This is an optimization exercise on Yosys and OpenROAD, whose aim is small area, a short achievable clock period and few clock cycles, not a production implementation.
Function was not checked in any run shown here: the RTL went through the layout flow alone.
Power is estimated from default activity; no workload was simulated.

===== design/flow/config.mk =====
export PLATFORM = sky130hd
export DESIGN_NAME = maze_router
export DESIGN_NICKNAME = maze_router
export VERILOG_FILES = /design/flow/design.v
export SDC_FILE = /design/flow/constraint.sdc
export NUM_CORES = 4
export LEC_CHECK = 0
export CAP_MARGIN = 20
export CORE_MARGIN = 2
export CORE_UTILIZATION = 40
export PLACE_DENSITY = 0.6
export SETUP_SLACK_MARGIN = 3.9
export SLEW_MARGIN = 20

===== design/flow/constraint.sdc =====
create_clock -name core_clock -period 6.5 [get_ports {clk}]
set_input_delay 1.3000 -clock core_clock [delete_from_list [all_inputs] [get_ports {clk}]]
set_output_delay 1.3000 -clock core_clock [all_outputs]
set_load 0.01 [all_outputs]

===== design/flow/design.v =====
`timescale 1ns/10ps
module maze_router (
reset		,
start		,
clk         ,
address     ,
data_in     ,
data_out    ,
cs          ,
we          ,
D);
input        reset;
input        start;
input        clk;
input  [7:0] data_in;
output       cs;
output       we;
output [7:0] data_out;
output [7:0] address;
output       D;
reg       cs, we, D;
reg [7:0] address;
reg       do_a, do_b;                
assign data_out = {do_a, do_a, do_a, do_b, do_a, do_a, do_a, do_b};
localparam [1:0] ST_FREE = 2'b00, ST_BLK = 2'b01, ST_R0 = 2'b10;
localparam [3:0] S_IDLE  = 4'd0,
                 S_SCAN  = 4'd1,    
                 S_DRAIN = 4'd2,    
                 S_BFS   = 4'd3,    
                 S_TRACE = 4'd4,    
                 S_CLR   = 4'd5,    
                 S_SRC2  = 4'd6,    
                 S_GO2   = 4'd7,    
                 S_FIN   = 4'd8,    
                 S_DONE  = 4'd9;
reg [3:0] state;
reg       net2;
reg [7:0] s1a, t1a, s2a, t2a;       
reg [7:0] wv;                        
reg [3:0] sw;                        
reg       drain;
reg       pS1, pT2;                  
reg [7:0] cur;                       
reg [5:0] cmask;                     
reg [2:0] dir;                       
reg [7:0] naddr;                     
reg [15:0] rl, rh;                   
reg [7:0] laddr;                     
reg [2:0] ldir;
reg       lval;                      
reg       ls1, ls0;                  
reg       v1;
wire [7:0] a1 = address - 8'd1;
reg [255:0] st1, st0;
reg [15:0] dl;                       
reg [15:0] dh;                       
reg        g1, g0;
reg        bfs_en, clr;
genvar n;
generate
for (n = 0; n < 256; n = n + 1) begin : g_cell
	wire nbr = ((n % 8) != 0 ? st1[(n % 8) != 0 ? n - 1 : n] : 1'b0)
	         | ((n % 8) != 7 ? st1[(n % 8) != 7 ? n + 1 : n] : 1'b0)
	         | (((n / 8) % 8) != 0 ? st1[((n / 8) % 8) != 0 ? n - 8 : n] : 1'b0)
	         | (((n / 8) % 8) != 7 ? st1[((n / 8) % 8) != 7 ? n + 8 : n] : 1'b0)
	         | ((n / 64) != 0 ? st1[(n / 64) != 0 ? n - 64 : n] : 1'b0)
	         | ((n / 64) != 3 ? st1[(n / 64) != 3 ? n + 64 : n] : 1'b0);
	wire sel = dl[n % 16] & dh[n / 16];
	wire en  = sel | (clr & st1[n]) | (bfs_en & nbr & ~st1[n] & ~st0[n]);
	always @(posedge clk)
		if (en) begin
			st1[n] <= g1;
			st0[n] <= g0;
		end
end
wire [15:0] rd1, rd0;
for (n = 0; n < 16; n = n + 1) begin : g_rd
	assign rd1[n] = |(rl & st1[16 * n +: 16]);
	assign rd0[n] = |(rl & st0[16 * n +: 16]);
end
endgenerate
function [5:0] validdirs;
	input [7:0] c;
	validdirs = {c[7:6] != 2'd3, c[7:6] != 2'd0,
	             c[5:3] != 3'd7, c[5:3] != 3'd0,
	             c[2:0] != 3'd7, c[2:0] != 3'd0};
endfunction
function [2:0] firstdir;
	input [5:0] m;
	firstdir = m[0] ? 3'd0 : m[1] ? 3'd1 : m[2] ? 3'd2 :
	           m[3] ? 3'd3 : m[4] ? 3'd4 : m[5] ? 3'd5 : 3'd6;
endfunction
function [5:0] after;
	input [2:0] d;
	case (d)
		3'd0: after = 6'b111110;
		3'd1: after = 6'b111100;
		3'd2: after = 6'b111000;
		3'd3: after = 6'b110000;
		3'd4: after = 6'b100000;
		default: after = 6'b000000;
	endcase
endfunction
function [7:0] nb;
	input [7:0] c;
	input [2:0] d;
	case (d)
		3'd0: nb = {c[7:3], c[2:0] - 3'd1};
		3'd1: nb = {c[7:3], c[2:0] + 3'd1};
		3'd2: nb = {c[7:6], c[5:3] - 3'd1, c[2:0]};
		3'd3: nb = {c[7:6], c[5:3] + 3'd1, c[2:0]};
		3'd4: nb = {c[7:6] - 2'd1, c[5:0]};
		default: nb = {c[7:6] + 2'd1, c[5:0]};
	endcase
endfunction
function [5:0] backdir;
	input [2:0] d;
	case (d)
		3'd0: backdir = 6'b000010;
		3'd1: backdir = 6'b000001;
		3'd2: backdir = 6'b001000;
		3'd3: backdir = 6'b000100;
		3'd4: backdir = 6'b100000;
		default: backdir = 6'b010000;
	endcase
endfunction
wire       found  = (state == S_TRACE) && lval && ls1 && (ls0 == wv[1]);
wire [5:0] fmask  = validdirs(laddr) & ~backdir(ldir);
wire [2:0] fdir   = firstdir(fmask);
wire [7:0] fnaddr = nb(laddr, fdir);
wire [5:0] nmask  = cmask & after(dir);
wire [2:0] ndir   = firstdir(nmask);
wire [7:0] nnaddr = nb(cur, ndir);
wire [5:0] tmask  = validdirs(cur);
wire [2:0] tdir   = firstdir(tmask);
reg [7:0] swa;
always @* begin
	case (sw[2:0])
		3'd0: swa = 8'd128;
		3'd1: swa = 8'd129;
		3'd2: swa = 8'd130;
		3'd3: swa = 8'd131;
		3'd4: swa = s1a;
		3'd5: swa = t1a;
		3'd6: swa = s2a;
		default: swa = t2a;
	endcase
end
wire sw_go = drain && !sw[3] && !found;
reg       nw_en;
reg [7:0] nw_addr;
reg [1:0] nw_val;
reg       n_bfs, n_clr;
reg [7:0] n_naddr;
always @(posedge clk) begin
	v1 <= (state == S_SCAN);
	ls1   <= |(rh & rd1);
	ls0   <= |(rh & rd0);
	laddr <= naddr;
	ldir  <= dir;
	lval  <= 1'b0;
	n_naddr = naddr;
	nw_en   = 1'b0;
	nw_addr = laddr;
	nw_val  = ST_BLK;
	n_bfs   = 1'b0;
	n_clr   = 1'b0;
	address <= swa;
	do_a    <= (sw[2] == 1'b0);
	do_b    <= (sw[2] == 1'b0) || (sw[1] == 1'b1);
	D       <= 1'b0;
	if (reset) begin
		state <= S_IDLE;
		D     <= 1'b0;
		cs    <= 1'b0;
		we    <= 1'b0;
		drain <= 1'b0;
		v1    <= 1'b0;
	end else begin
		cs <= 1'b0;
		we <= 1'b0;
		if (v1) begin
			nw_en   = 1'b1;
			nw_addr = a1;
			if (a1[7:2] == 6'b100000)           nw_val = ST_BLK;
			else if (a1 == s1a)                 nw_val = ST_R0;
			else if (a1 == t1a)                 nw_val = ST_FREE;
			else if (a1 == s2a || a1 == t2a)    nw_val = ST_BLK;
			else if (data_in == 8'hEE)          nw_val = ST_FREE;
			else                                nw_val = ST_BLK;
			if (a1 == 8'd128) s1a <= data_in;
			if (a1 == 8'd129) t1a <= data_in;
			if (a1 == 8'd130) s2a <= data_in;
			if (a1 == 8'd131) t2a <= data_in;
		end
		if (sw_go) begin
			cs      <= 1'b1;
			we      <= 1'b1;
			sw      <= sw + 4'd1;
		end
		case (state)
			S_IDLE: begin
				net2  <= 1'b0;
				drain <= 1'b0;
				sw    <= 4'd0;
				if (start) begin
					state   <= S_SCAN;
					cs      <= 1'b1;
					address <= 8'd128;
				end
			end
			S_SCAN: begin
				cs      <= 1'b1;
				address <= address + 8'd1;
				if (address == 8'd127) begin
					cs    <= 1'b0;
					state <= S_DRAIN;
				end
			end
			S_DRAIN: begin
				drain <= 1'b1;
				cur   <= t1a;
				n_naddr = t1a;
				if (!v1) begin
					state <= S_BFS;
					n_bfs = 1'b1;
					wv    <= 8'd1;
				end
			end
			S_BFS: begin
				wv    <= wv + 8'd1;
				n_naddr = nb(cur, tdir);
				dir   <= tdir;
				cmask <= tmask;
				if (ls1 && wv != 8'd1) begin
					wv <= wv - 8'd3;      
					if (!net2) begin
						nw_en   = 1'b1;
						nw_addr = t1a;
						nw_val  = ST_BLK;
						pS1 <= 1'b1;
						pT2 <= 1'b1;
					end
					if (wv == 8'd3) state <= net2 ? S_FIN : S_CLR;
					else            state <= S_TRACE;
				end else if (wv == 8'd255) begin
					state <= S_FIN;
				end else begin
					n_bfs = 1'b1;
					n_naddr = cur;
				end
			end
			S_TRACE: begin
				if (found) begin
					cs      <= 1'b1;
					we      <= 1'b1;
					address <= laddr;
					do_a    <= 1'b0;
					do_b    <= net2;
					nw_en   = 1'b1;
					nw_addr = laddr;
					nw_val  = ST_BLK;
					cur     <= laddr;
					cmask   <= fmask;
					n_naddr = fnaddr;
					dir     <= fdir;
					lval    <= 1'b0;
					wv      <= wv - 8'd1;
					if (wv == 8'd1) state <= net2 ? S_FIN : S_CLR;
				end else begin
					if (pS1) begin
						nw_en   = 1'b1;
						nw_addr = s1a;
						nw_val  = ST_BLK;
						pS1 <= 1'b0;
					end else if (pT2) begin
						nw_en   = 1'b1;
						nw_addr = t2a;
						nw_val  = ST_FREE;
						pT2 <= 1'b0;
					end
					lval    <= (dir != 3'd6);
					n_naddr = nnaddr;
					dir     <= ndir;
				end
			end
			S_CLR: begin
				if (pS1) begin
					nw_en   = 1'b1;
					nw_addr = s1a;
					nw_val  = ST_BLK;
					pS1 <= 1'b0;
				end else if (pT2) begin
					nw_en   = 1'b1;
					nw_addr = t2a;
					nw_val  = ST_FREE;
					pT2 <= 1'b0;
				end else begin
					n_clr = 1'b1;
					state <= S_SRC2;
				end
			end
			S_SRC2: begin
				nw_en   = 1'b1;
				nw_addr = s2a;
				nw_val  = ST_R0;
				net2  <= 1'b1;
				cur   <= t2a;
				n_naddr = t2a;
				wv    <= 8'd1;
				state <= S_GO2;
			end
			S_GO2: begin
				n_bfs = 1'b1;
				state <= S_BFS;
			end
			S_FIN: begin
				if (sw[3]) begin
					D     <= 1'b1;
					state <= S_DONE;
				end
			end
			S_DONE: begin
				D <= 1'b1;
			end
			default: state <= S_IDLE;
		endcase
	end
	naddr <= n_naddr;
	rl    <= 16'd1 << n_naddr[3:0];
	rh    <= 16'd1 << n_naddr[7:4];
	bfs_en <= n_bfs;
	clr    <= n_clr;
	dl     <= 16'd1 << nw_addr[3:0];
	dh     <= nw_en ? (16'd1 << nw_addr[7:4]) : 16'd0;
	if (n_bfs)      {g1, g0} <= {1'b1, state == S_BFS ? wv[1] ^ wv[0] : 1'b0};
	else if (n_clr) {g1, g0} <= ST_FREE;
	else            {g1, g0} <= nw_val;
end
endmodule

===== design/flow/run.sh =====
#!/bin/bash
# synth_recipe.tcl (not shown) runs the flow's synth.tcl, then flattens the netlist and writes it again
# the make line also repeats each setting of config.mk as NAME=value (left out here)
make -C /OpenROAD-flow-scripts/flow DESIGN_CONFIG=/design/flow/config.mk WORK_HOME=/design/flow/orfs CLKGATE_MAP_FILE= SYNTH_SCRIPT=/design/flow/synth_recipe.tcl finish

==> results of run 1 <==
[sequential cells by signal, summed over array words and instances (netlist names), 16 cells and up]
register,flops
st1,256
dl,16
st0,256
dh,16
rl,16
rh,16
[layout by cell type (no fill, tap or decap), types with 10 or more instances in the layout]
| master | netlist | routed |
|---|---|---|
| dfxtp_1 | 109 | 51 |
| a22oi_1 | 318 | 316 |
| nand2b_1 | 32 | 23 |
| clkinv_2 | 0 | 13 |
| nor4_1 | 198 | 193 |
| a221oi_1 | 96 | 89 |
| a2111oi_0 | 39 | 37 |
| o21ai_2 | 1 | 14 |
| nor2_2 | 1 | 23 |
| inv_1 | 31 | 23 |
| o41ai_1 | 201 | 201 |
| nand2_2 | 0 | 16 |
| nor2_1 | 206 | 178 |
| xor2_1 | 18 | 16 |
| or4_1 | 77 | 73 |
| a21oi_2 | 0 | 11 |
| nor3_2 | 1 | 16 |
| dfxtp_2 | 0 | 34 |
| o21ai_0 | 73 | 49 |
| o21ai_1 | 3 | 12 |
| nand2_1 | 65 | 47 |
| clkbuf_16 | 0 | 87 |
| mux2i_1 | 18 | 15 |
| clkinv_1 | 1 | 20 |
| a21oi_1 | 71 | 60 |
| a221o_1 | 59 | 59 |
| nand3_1 | 41 | 41 |
| buf_6 | 4 | 14 |
| ha_1 | 24 | 16 |
| buf_4 | 9 | 113 |
| or2_2 | 44 | 42 |
| nand4_1 | 40 | 40 |
| nor3_1 | 80 | 61 |
| dfxtp_4 | 0 | 24 |
| a22o_1 | 83 | 83 |
| edfxtp_1 | 575 | 575 |
| nor2b_1 | 15 | 10 |
| xnor2_1 | 37 | 35 |
[power by group]
part	internal (mW)	total [mW]	switching, mW
clock network	2.79	4.68	1.89
logic	1.80	5.05	3.25
registers	5.41	6.44	1.03
total	10.0	16.2	6.17
[layer usage]
layer,GRT usage (%),share of wire (%)
met5,0,0.0079
met4,19.5,6.7
met3,11.0,15
met2,46.6,42
met1,42.7,37
[how the worst max path moves through the flow]
| stage | start | end | slack, ns | cells after the start |
|---|---|---|---|---|
| 3_5_place_dp | reset | g0 | 2.67 | 8 |
| 6_report | laddr[1] | rh[5] | 3.70 | 9 |
| 5_1_grt | laddr[0] | rh[4] | 3.64 | 9 |
| 4_1_cts | laddr[1] | rh[7] | 3.72 | 9 |
| 3_3_place_gp | reset | g0 | 2.70 | 8 |
| 2_1_floorplan | laddr[0] | rh[5] | 3.80 | 11 |
[cells by family after synthesis]
kind of cell / share of synthesized area (%)
AO/OA/AOI/OAI: 23.7
AND/OR/NAND/NOR: 13.4
multiplexers: 0.549
buffers and inverters: 4.29
flip-flops: 55.7
XOR/XNOR: 1.38
adder cells (fa/ha/maj): 0.975
[synthesized netlist by cell type, types with 8 or more instances]
master	count	share of area (%)
a2111oi_0	39	0.98
a211oi_1	8	0.17
a21oi_1	71	1.0
a221o_1	59	1.7
a221oi_1	96	2.4
a22o_1	83	2.1
a22oi_1	318	6.8
a31oi_1	8	0.14
and2_1	11	0.20
buf_1	37	0.40
buf_4	9	0.19
clkbuf_1	254	2.7
dfxtp_1	109	6.3
edfxtp_1	575	49
ha_1	24	0.86
inv_1	31	0.33
mux2i_1	18	0.52
nand2_1	65	0.70
nand2b_1	32	0.57
nand3_1	41	0.59
nand3b_1	9	0.19
nand4_1	40	0.72
nor2_1	206	2.2
nor2b_1	15	0.27
nor3_1	80	1.1
nor4_1	198	3.5
o211ai_1	8	0.17
o21ai_0	73	1.0
o22ai_1	9	0.16
o41ai_1	201	5.0
or2_2	44	0.79
or4_1	77	1.7
xnor2_1	37	0.93
xor2_1	18	0.45
[worst max-delay path, cell delays in order, from the launching register on]
cell	delay [ns]
dfxtp_4	0.35
or4_4	0.53
a211o_4	0.36
nor2b_4	0.12
fa_2	0.46
o311ai_4	0.24
a21oi_2	0.06
a21oi_2	0.26
nand2_2	0.15
nor3_2	0.19
[final cells by class]
type | count | area (sq um)
multi-input combinational | 2001 | 15100
timing repair inverter | 1 | 7.51
fill | 7694 | 46200
timing repair buffer | 163 | 1430
antenna | 7 | 17.5
clock buffer | 96 | 2220
clock inverter | 49 | 479
inverter | 33 | 144
sequential | 684 | 19600
tap | 1155 | 1450
[timing repair]
| item | 4_1_cts | 5_1_grt |
|---|---|---|
| gates resized for setup | 228 | 128 |
| pin swaps | 39 | 57 |
| endpoints found under the setup margin | 163 | 366 |
| gates cloned | 4 | 0 |
| setup buffers | 64 | 38 |
==> flow_summary_export.csv, run 1 <==
group,metric,value,unit
cells_and_area,post-route-cell-area,40400,sq um
flow_run,maxCapViolCount,0,
drt,vias_per_cell,7.62,
clock_network,cts_root_buf,"clkbuf_16",
clock_network,h-tree-depth,3,
worst_hold_path,hp-class,"reg2reg",
worst_setup_path,endpoint_kind,"flop",
die,start_util,40.3,%
global_routing,grt_max_degree,220,
cells_and_area,area_growth,15.8,%
drt,vias,31900,
worst_setup_path,worstPathMaxFanout,5,
synth,ys_ff_latch,684,
power_and_ir_drop,peakVddDrop,0.331,mV
drt,ant_nets,0,
sta,slew_viol_final,0,
worst_setup_path,ff2ff_path_depth,9,
drt,drtIter0Drc,5511,
cells_and_area,nets,3000,
die,die_w,299,microns
global_routing,track_usage,32.6,%
worst_hold_path,min_to,"laddr[6]",
placed_design,place_hpwl,90.4,mm
drt,drt_first_pass_iters,8,
clock_network,clockBufferDepth,3,
die,dieArea,89600,sq um
synth,ys_types,95,
drt,drc,0,
synth,seq_area_frac_synth,55.7,%
sta,min_period,2.80,ns
synth,avgSynthCellArea,11.5,sq um
die,ios,30,
cells_and_area,finalNonFillerCells,4189,
worst_setup_path,startpoint_type,"flop",
worst_hold_path,hold_path_depth,0,
worst_setup_path,critical_path_class,"reg2reg",
sta,fin_ws,3.70,ns
worst_setup_path,r2r_end,"rh[5]",
synth,ys_dominant_reg_cell,"edfxtp_1",
worst_setup_path,arrival,3.36,ns
synth,ys_warn_count,1,
drt,wl_per_cell,36.3,microns
cells_and_area,fin_util,46.6,%
global_routing,grt_pass1_vias,30700,
clock_network,cts_hold_buf,0,
sta,rsz0062_at_grt,"true",
power_and_ir_drop,p_leak,12.1,nW
placed_design,dpl_cell_area,35700,sq um
placed_design,gp_congestion,0.956,
clock_network,clk_latency,0.66,ns
power_and_ir_drop,powerDensity,400,nW/um^2
placed_design,placed_cells,3931,
sta,skew,0.0357,ns
sta,fin_crit_sh,43.0,%
worst_setup_path,r2r_start,"laddr[1]",
worst_setup_path,r2r_slack,3.70,ns
global_routing,overflow,0,
worst_setup_path,required,7.06,ns
sta,hold_ws,0.344,ns
clock_network,clock-sinks,684,
sta,setup_tns,0,ns
placed_design,portBuffers,29,
synth,synth_cells,3035,
global_routing,grt_pass1_wl,216,mm
sta,setup_viol,0,
status,status,"timing/DRC/antenna clean",
placed_design,place_ws,2.67,ns
synth,synth_nets,3072,
sta,maxSlewHeadroom,25.5,%
die,die_y,299,microns
sta,worst_slew_pin_slew,1.12,ns
die,rows,108,
sta,max_freq,358,MHz
clock_network,cts_tree,"done",
synth,synth_edf_count,575,
power_and_ir_drop,p_total,16.2,mW
synth,netlist_area,34900,sq um
sta,hold_viol,0,
global_routing,antenna_found_initial,6,
cells_and_area,final_layout_size_suffix_gt1_share,18.9,%
die,core-area,86600,sq um
clock_network,cts_made_buffers,79,
clock_network,path_clk_slew,0.06,ns
synth,synthArstFlopShare,0,%
worst_hold_path,worstHoldStart,"naddr[6]",
drt,wl,152,mm
==> inputs of run 2 (changes only) <==
--- a/design/flow/design.v
+++ b/design/flow/design.v
@@ -44,11 +44,16 @@
 reg [5:0] cmask;                     
 reg [2:0] dir;                       
 reg [7:0] naddr;                     
+reg       nval;                      
 reg [15:0] rl, rh;                   
+reg [2:0] nxd;                       
+reg [7:0] nxa;                       
 reg [7:0] laddr;                     
-reg [2:0] ldir;
 reg       lval;                      
 reg       ls1, ls0;                  
+reg [5:0] lfm;                       
+reg [2:0] lfd, lsd;                  
+reg [7:0] lfn, lsn;                  
 reg       v1;
 wire [7:0] a1 = address - 8'd1;
 reg [255:0] st1, st0;
@@ -124,15 +129,18 @@
 		default: backdir = 6'b010000;
 	endcase
 endfunction
+function [2:0] seconddir;
+	input [5:0] m;
+	seconddir = firstdir(m & (m - 6'd1));
+endfunction
 wire       found  = (state == S_TRACE) && lval && ls1 && (ls0 == wv[1]);
-wire [5:0] fmask  = validdirs(laddr) & ~backdir(ldir);
-wire [2:0] fdir   = firstdir(fmask);
-wire [7:0] fnaddr = nb(laddr, fdir);
-wire [5:0] nmask  = cmask & after(dir);
-wire [2:0] ndir   = firstdir(nmask);
-wire [7:0] nnaddr = nb(cur, ndir);
+wire [5:0] nfm    = validdirs(naddr) & ~backdir(dir);
+wire [2:0] nfd    = firstdir(nfm);
+wire [2:0] nsd    = seconddir(nfm);
+wire [2:0] nnd    = firstdir(cmask & after(nxd));
 wire [5:0] tmask  = validdirs(cur);
 wire [2:0] tdir   = firstdir(tmask);
+wire [2:0] tdir2  = seconddir(tmask);
 reg [7:0] swa;
 always @* begin
 	case (sw[2:0])
@@ -157,8 +165,12 @@
 	ls1   <= |(rh & rd1);
 	ls0   <= |(rh & rd0);
 	laddr <= naddr;
-	ldir  <= dir;
 	lval  <= 1'b0;
+	lfm   <= nfm;
+	lfd   <= nfd;
+	lsd   <= nsd;
+	lfn   <= nb(naddr, nfd);
+	lsn   <= nb(naddr, nsd);
 	n_naddr = naddr;
 	nw_en   = 1'b0;
 	nw_addr = laddr;
@@ -231,6 +243,9 @@
 				wv    <= wv + 8'd1;
 				n_naddr = nb(cur, tdir);
 				dir   <= tdir;
+				nval  <= 1'b1;
+				nxd   <= tdir2;
+				nxa   <= nb(cur, tdir2);
 				cmask <= tmask;
 				if (ls1 && wv != 8'd1) begin
 					wv <= wv - 8'd3;      
@@ -261,10 +276,12 @@
 					nw_addr = laddr;
 					nw_val  = ST_BLK;
 					cur     <= laddr;
-					cmask   <= fmask;
-					n_naddr = fnaddr;
-					dir     <= fdir;
-					lval    <= 1'b0;
+					cmask   <= lfm;
+					n_naddr = lfn;
+					dir     <= lfd;
+					nval    <= 1'b1;
+					nxd     <= lsd;
+					nxa     <= lsn;
 					wv      <= wv - 8'd1;
 					if (wv == 8'd1) state <= net2 ? S_FIN : S_CLR;
 				end else begin
@@ -279,9 +296,12 @@
 						nw_val  = ST_FREE;
 						pT2 <= 1'b0;
 					end
-					lval    <= (dir != 3'd6);
-					n_naddr = nnaddr;
-					dir     <= ndir;
+					lval    <= nval;
+					n_naddr = nxa;
+					dir     <= nxd;
+					nval    <= (nxd != 3'd6);
+					nxd     <= nnd;
+					nxa     <= nb(cur, nnd);
 				end
 			end
 			S_CLR: begin
==> design/flow/flow/run.sh (new file) <==
#!/bin/bash
# Standard layout, except that the port buffers are buf_4 cells instead of
# the library's smallest (delay) buffer.
set -euo pipefail
export BUFFER_PORTS_ARGS="-buffer_cell sky130_fd_sc_hd__buf_4"
bash standard.sh > standard_flow.log 2>&1
==> design/flow/standard.sh (new file) <==
#!/bin/bash
# synth_recipe.tcl (not shown) runs the flow's synth.tcl, then flattens the netlist and writes it again
# the make line also repeats each setting of config.mk as NAME=value (left out here)
make -C /OpenROAD-flow-scripts/flow DESIGN_CONFIG=/design/flow/config.mk WORK_HOME=/design/flow/orfs CLKGATE_MAP_FILE= SYNTH_SCRIPT=/design/flow/synth_recipe.tcl "${@:-finish}"
--- a/design/flow/config.mk
+++ b/design/flow/config.mk
@@ -9,5 +9,5 @@
 export CORE_MARGIN = 2
 export CORE_UTILIZATION = 40
 export PLACE_DENSITY = 0.6
-export SETUP_SLACK_MARGIN = 3.9
+export SETUP_SLACK_MARGIN = 4.0
 export SLEW_MARGIN = 20
removed: design/flow/run.sh
==> run 2 against run 1 <==
Net effect: still clean on timing, DRC and antenna; sequential cell count is 36 higher; register-to-register slack better by 0.20 ns; combinational power is 1% lower; sequential share of layout area fell by 0.66 points; worst hold slack improved by 0.060 ns; wire length increased by 3.0%; non-clock buffer count increased by 38; clock-buffer cell count up 11; critical path type unchanged; highest routed layer is now met4.
==> flow_summary_export.csv, run 2 <==
group,metric,value,unit
worst_setup_path,path_delay_family,"compound AO/OA/AOI/OAI gates",
flow_run,maxCapViolCount,0,
synth,synth_top_area_share,47.8,%
sta,fin_ws,3.90,ns
power_and_ir_drop,switching_share,37.3,%
sta,fin_crit_sh,40.0,%
worst_hold_path,hp-class,"reg2reg",
cells_and_area,final_cell_mix,"587 x edfxtp_1, 268 x a22oi_1, 214 x nor2_1",
clock_network,cts_made_buffers,80,
sta,rsz0062_at_grt,"true",
sta,skew,0.0305,ns
worst_hold_path,worstHoldStart,"naddr[0]",
worst_setup_path,crit_buf_inv,1,
power_and_ir_drop,internal-power,10.0,mW
sta,hold_ws,0.405,ns
synth,synth.most_common_cell,"edfxtp_1",
worst_hold_path,hold_path_depth,0,
worst_setup_path,required,6.96,ns
cells_and_area,nets,3240,
drt,wirelength_met1,58.1,mm
synth,ys_types,98,
cells_and_area,fin_util,46.6,%
sta,maxSlewHeadroom,22.6,%
drt,vias,33600,
drt,vias_per_cell,7.56,
clock_network,path_clk_slew,0.06,ns
synth,synth_common_cells,"587 x edfxtp_1, 270 x a22oi_1, 252 x clkbuf_1",
die,core-area,91500,sq um
drt,wl,157,mm
sta,min_period,2.60,ns
worst_setup_path,worstPathMaxFanout,17,
sta,slew_viol_final,0,
synth,ys_dominant_reg_cell,"edfxtp_1",
synth,synth_area_leaders,"edfxtp_1 48%, dfxtp_1 7.2%, a22oi_1 5.5%",
status,status,"timing/DRC/antenna clean",
sta,setup_tns,0,ns
drt,drt_first_pass_iters,10,
synth,avgSynthCellArea,11.4,sq um
die,die_w,308,microns
power_and_ir_drop,p_switching,5.98,mW
placed_design,portBuffers,29,
drt,met2_length,66.6,mm
sta,worst_slew_pin_slew,1.16,ns
global_routing,grt_pass1_wl,224,mm
clock_network,clock-sinks,720,
sta,setup_viol,0,
synth,yosysTopAreaCell,"edfxtp_1",
worst_setup_path,critical_path_class,"reg2reg",
cells_and_area,num-fill-cells,8159,
synth,synth_edf_count,587,
global_routing,overflow,0,
global_routing,track_usage,31.8,%
die,dieArea,94700,sq um
power_and_ir_drop,p_leak,13.1,nW
worst_setup_path,ff2ff_path_depth,7,
power_and_ir_drop,p_total,16.0,mW
sta,hold_viol,0,
cells_and_area,reg_top3,"st0 (256), st1 (256)",
worst_setup_path,r2r_end,"ls0",
synth,synthArstFlopShare,0,%
clock_network,cts_tree,"done",
worst_setup_path,r2r_start,"rl[14]",
worst_setup_path,r2r_slack,3.90,ns
worst_setup_path,slowest_delay,0.46,ns
cells_and_area,final_layout_size_suffix_gt1_share,18.3,%
cells_and_area,layout_commonest_cell,"edfxtp_1",
synth,netlist_area,36900,sq um
power_and_ir_drop,peakVddDrop,0.344,mV
die,rows,111,
placed_design,place_hpwl,93.6,mm
clock_network,clk_latency,0.66,ns
clock_network,h-tree-depth,3,
global_routing,antenna_found_initial,0,
drt,drtIter0Drc,6240,
clock_network,clockBufferDepth,3,
global_routing,grt_max_degree,168,
worst_setup_path,path_cells,"buf_6 > a22o_1 > a221oi_2 > nand4_1 > a22o_1 > a221oi_1 > nand4_1",
synth,seq_area_frac_synth,55.0,%
drt,dr_wl_met3,22.3,mm
synth,synth_nets,3282,
drt,drc,0,
synth,ys_ff_latch,720,
placed_design,gp_congestion,0.978,
cells_and_area,post-route-cell-area,42700,sq um
sta,max_freq,385,MHz
worst_setup_path,arrival,3.06,ns
worst_setup_path,startpoint_type,"flop",
drt,top_layer,"met4",
synth,synth_cells,3237,
drt,ant_nets,0,
power_and_ir_drop,clkPwrFrac,27.4,%
worst_hold_path,min_to,"laddr[0]",
worst_setup_path,critPathSlowestCell,"dfxtp_4",
synth,ys_warn_count,1,
drt,wl_per_cell,35.3,microns
cells_and_area,finalNonFillerCells,4441,
placed_design,placed_cells,4159,
cells_and_area,area_growth,15.6,%
placed_design,dpl_cell_area,37700,sq um
die,ios,30,
die,die_y,308,microns
power_and_ir_drop,powerDensity,376,nW/um^2
worst_setup_path,endpoint_kind,"flop",
power_and_ir_drop,p_comb_share,31.2,%
die,start_util,40.3,%
placed_design,place_ws,2.80,ns
clock_network,cts_root_buf,"clkbuf_16",
global_routing,grt_pass1_vias,31800,
power_and_ir_drop,p_seq_share,41.4,%
run 2: cell count changes in the layout (fill, tap and decap cells not counted), moves of 17 or more:
cell,delta
a22oi_1,-48
buf_4,+47
nor2_1,+36
dfxtp_1,+35
nand2_1,+33
a221o_1,+19
a22o_1,+17
o41ai_1,-17
run 2: kinds of logic after synthesis:
family,synth area share (%)
compound gates,23.7
simple gates,13.7
flops,55.0
buf+inv,4.01
xor+xnor,1.69
fa+ha+maj,1.26
mux,0.688
run 2: cell type report:
class | count | area, sq um | share of cell area (%)
well taps | 1186 | 1480 | 3.48
inverters | 49 | 208 | 0.487
clock inverters | 34 | 210 | 0.493
repair buffers | 201 | 1760 | 4.12
clock buffers | 107 | 2270 | 5.32
flip-flops and latches | 720 | 20400 | 47.8
diodes | 1 | 2.50 | 0.00587
multi-input cells | 2143 | 16300 | 38.3
run 2: layer usage:
metal,GRT usage (%),up-vias
met5,0,-
met4,15.3,0
met3,9.53,663
met2,47.0,3117
met1,42.5,16400
li1,-,13400
run 2: timing repair:
item                       4_1_cts  5_1_grt
setup buffers                   74       63
gates resized for setup        129      176
pin swaps                       31       71
hold buffers                     0        0
cloned                           2        0
setup endpoints to repair      367      339
run 2: worst max-delay path by stage:
stage	start	endpoint	slack, ns	cells past startpoint
detailed placement	state[2]	dh[8]	2.80	8
finish	rl[14]	ls0	3.90	7
floorplan	reset	rh[1]	3.97	7
global placement	state[2]	dh[9]	2.94	8
global route	wv[1]	rl[13]	3.84	10
CTS	address[2]	g0	3.92	8
run 2: power by group through the flow:
| stage | sequential [mW] | clock, mW | combinational, mW |
|---|---|---|---|
| finish | 6.63 | 4.40 | 5.00 |
| global placement | 6.70 | 0 | 3.81 |
| detailed placement | 6.69 | 0 | 3.86 |
| floorplan | 6.11 | 0 | 2.70 |
| global route | 6.62 | 4.59 | 5.23 |
| CTS | 6.59 | 4.43 | 4.29 |

## separate check: timing with driven ports
In the flow no input, the clock included, has a driving cell. The finished layouts below were timed again as built, in two steps. Step 1 assumes that a clkbuf_16 drives the clock port and a buf_2 every other input. Step 2 times the ports against the registers' clock, not the clock port: input delays grow and output delays shrink by t, the midpoint of the rising clock arrivals with the driver on. a / b / c = no drivers / after step 1 / after step 2; a / b = the first two.
| run | t (ns) | setup WS [ns] | worst hold slack (ns) |
|---|---|---|---|
| run 1 | 0.708 | 3.705 / 3.705 / 3.094 | 0.344 / 0.344 / 0.344 |
| run 2 | 0.712 | 3.903 / 3.903 / 3.376 | 0.405 / 0.405 / 0.405 |
After both steps every run listed still meets setup and hold. The setup slack of run 1, which loses most, moves by 0.000 ns with the drivers and by -0.611 ns with both steps.
